Source: an optimization exercise on an open RTL-to-GDS flow (aim: small area, a short achievable clock period and few clock cycles per item). Production flows keep margins and buffers that such runs may drop. Only simulation tests tie the RTL to the original design; equivalence was not proved.

Design fft1024, start of the top module:
module fft1024
(
    input clk,
    input rst_n,
    input start,
    output reg finish,
    input clear,
    input [31:0] dout0,
    output reg oce0,
    output reg ce0,
    output reg wre0,
    output reg [10:0] ad0,
    output reg [31:0] din0,
    input [31:0] dout1,
    output reg oce1,
    output reg ce1,
    output reg wre1,
    output reg [10:0] ad1,
    output reg [31:0] din1,
    input [15:0] dout_w,
    output reg oce_w,
    output reg ce_w,
    output reg [10:0] ad_w
);
==> flow/config.mk <==
export PLATFORM = sky130hd
export DESIGN_NAME = fft1024
export DESIGN_NICKNAME = fft1024
export VERILOG_FILES = /design/flow/design.v
export SDC_FILE = /design/flow/constraint.sdc
export NUM_CORES = 4
export LEC_CHECK = 0
export ABC_AREA = 1
export CAP_MARGIN = 20
export CORE_MARGIN = 2
export CORE_UTILIZATION = 60
export PLACE_DENSITY = 0.7
export SLEW_MARGIN = 60
==> flow/constraint.sdc <==
create_clock -name core_clock -period 16.0 [get_ports {clk}]
set_input_delay 3.2000 -clock core_clock [delete_from_list [all_inputs] [get_ports {clk}]]
set_output_delay 3.2000 -clock core_clock [all_outputs]
set_load 0.01 [all_outputs]
standard.sh (not shown) runs the stock make flow with config.mk's settings and CLKGATE_MAP_FILE= SYNTH_SCRIPT=/design/flow/synth_recipe.tcl, a recipe that flattens the netlist after the stock synthesis.
==> flow/flow/run.sh <==
#!/bin/bash
set -o pipefail
export BUFFER_PORTS_ARGS="-buffer_cell sky130_fd_sc_hd__buf_2"
cp standard.sh standard_copy.txt 2>/dev/null
bash standard.sh > standard.log 2>&1
The first run completed with no timing, DRC or antenna violations.
Testbench counts at the start, summed over its fixed seeds: cycles 123,000, ffts 12.
==> next run, changes <==
- CORE_UTILIZATION: 60 -> 70
- PLACE_DENSITY: 0.7 -> 0.8
Result:
- The new run completed with no timing, DRC or antenna violations
- worst hold slack is better by 0.018 ns
- area after synthesis is unchanged
- register-to-register slack is about the same
- sequential cell count is unchanged
- utilization is higher by 11 points
- setup slack hardly moves
- via count is higher by 3.0%
- die area is lower by 14%
==> next run, changes <==
- CAP_MARGIN: 20 -> 40
- CORE_UTILIZATION: 70 -> 60
- PLACE_DENSITY: 0.8 -> 0.7
Result:
- via count went down by 2.9%
- design area barely changes
- clock skew went down by 0.0035 ns
- routed wire length went down by 2.3%
- area after synthesis stays the same
- sequential cell count does not change
- synthesized cell count stays the same
- non-clock buffer count went down by 3
- maximum frequency hardly moves
- die area went up by 16%
==> next run, changes <==
- CAP_MARGIN: 40 -> 20
- SLEW_MARGIN: 60 -> 50
After rerunning: The changed run passed the timing, design-rule and antenna checks; via count is lower by 0.74%; maximum frequency hardly moves; synthesized area stays the same; global-route usage stays flat; design area shrinks by 0.43%.
==> next run, changes <==
- GPL_TIMING_DRIVEN: default -> 1
- SLEW_MARGIN: 50 -> 20
First-iteration DRC count rises by 4.5%.
Die area does not change.
Hold slack got worse by 0.0095 ns.
Via count rose by 0.33%.
Core utilization goes down by 0.78 points.
Flip-flop and latch count stays the same.
Final cell count went down by 0.58%.
Routed wire length is lower by 0.72%.
Critical path depth rose by 14.

## job 5064
fft1024 again, from the RTL that the note above started with.
export LEC_CHECK = 0
export ABC_AREA = 1
export CAP_MARGIN = 20
export CORE_MARGIN = 2
export CORE_UTILIZATION = 60
export PLACE_DENSITY = 0.7
export SLEW_MARGIN = 70
create_clock -name core_clock -period 16.0 [get_ports {clk}]
Scripts as last shown in full above: flow/flow/run.sh
Looking at the reports, job 5064 completed the entire flow and the layout it produced met the timing, design-rule and antenna checks.
Testbench counts of job 5064, summed over its fixed seeds: cycles 123,000, ffts 12.
Modified inputs, job 3303 compared to job 5064
# job 5064
export LEC_CHECK = 0
export ABC_AREA = 1
export CAP_MARGIN = 20
export CORE_MARGIN = 2
export CORE_UTILIZATION = 60
export PLACE_DENSITY = 0.7
export SLEW_MARGIN = 70
create_clock -name core_clock -period 16.0 [get_ports {clk}]
# job 3303
export LEC_CHECK = 0
export ABC_AREA = 1
export CAP_MARGIN = 20
export CORE_MARGIN = 2
export CORE_UTILIZATION = 60
export PLACE_DENSITY = 0.7
export SLEW_MARGIN = 20
create_clock -name core_clock -period 16.0 [get_ports {clk}]
--- outcome ---
- Job 3303: done, clean on timing, DRC and antenna
- [compare] base=job 5064 new=job 3303: clock insertion delay at the later pin of the skew report went down 20 ps.
- Changes observed in job 3303 relative to job 5064: sequential cell area share up 0.65 points; detail-routed net length per standard cell up 0.077 um.
- Looking at final critical-path share of the clock period, job 3303 sits above job 5064.
- Core utilization: job 3303 lower than job 5064
#### Input delta (job 9157 over job 3303)
# job 3303
export LEC_CHECK = 0
export ABC_AREA = 1
export CAP_MARGIN = 20
export CORE_MARGIN = 2
export CORE_UTILIZATION = 60
export PLACE_DENSITY = 0.7
export SLEW_MARGIN = 20
create_clock -name core_clock -period 16.0 [get_ports {clk}]
# job 9157
export LEC_CHECK = 0
export ABC_AREA = 1
export CAP_MARGIN = 20
export CORE_MARGIN = 2
export CORE_UTILIZATION = 60
export PLACE_DENSITY = 0.7
export SLEW_MARGIN = 40
create_clock -name core_clock -period 16.0 [get_ports {clk}]
Findings:
Changes observed in job 9157 relative to job 3303: sequential share of layout area ~0 delta; number of standard cells in the layout, taps in and fillers out neither gained nor lost much.
Going from job 3303 to job 9157, count of clock-buffer cells in the layout went down; minimum setup slack in the final design went up; half-perimeter wire length after placement did not really move; utilization of the core after routing went up.

[static timing again, ports no longer ideal]
No port has a modelled driver above. Below, the same layouts with a new extraction and two added sets of constraints. Step 1, drivers: a clkbuf_16 drives clk and a buf_2 each remaining input, both assumed. Step 2 moves the port delays by t, midway between the first and last clock arrival at a register: inputs arrive t later, outputs are due t later. That takes back most of the time a late clock gives input paths. Three values: no drivers, after step 1, after step 2; two values: the first two.
run	shift t [ns]	setup slack, ns	worst setup path after step 2	clock arrival spread, ns	slew at the worst register clock pin (ns)
the first run of note 1	0.641	11.700 / 11.646 / 11.700	register to register	0.023 / 0.023	0.08 / 0.08
the second run of note 1	0.621	11.698 / 11.650 / 11.698	register to register	0.025 / 0.025	0.07 / 0.07
the third run of note 1	0.641	11.700 / 11.646 / 11.700	register to register	0.023 / 0.023	0.08 / 0.08
the fourth run of note 1	0.631	11.703 / 11.641 / 11.706	register to register	0.019 / 0.019	0.08 / 0.08
the fifth run of note 1	0.625	11.541 / 11.541 / 11.541	register to register	0.015 / 0.015	0.06 / 0.06
job 5064	0.638	11.642 / 11.641 / 11.642	register to register	0.029 / 0.028	0.07 / 0.07
job 3303	0.625	11.541 / 11.541 / 11.541	register to register	0.015 / 0.015	0.06 / 0.06
job 9157	0.627	11.610 / 11.610 / 11.606	input to register	0.023 / 0.023	0.07 / 0.07
After both steps setup and hold are still met in every run listed. For job 9157, which loses most, drivers alone change the setup slack by 0.000 ns; drivers and shift together by -0.004 ns.
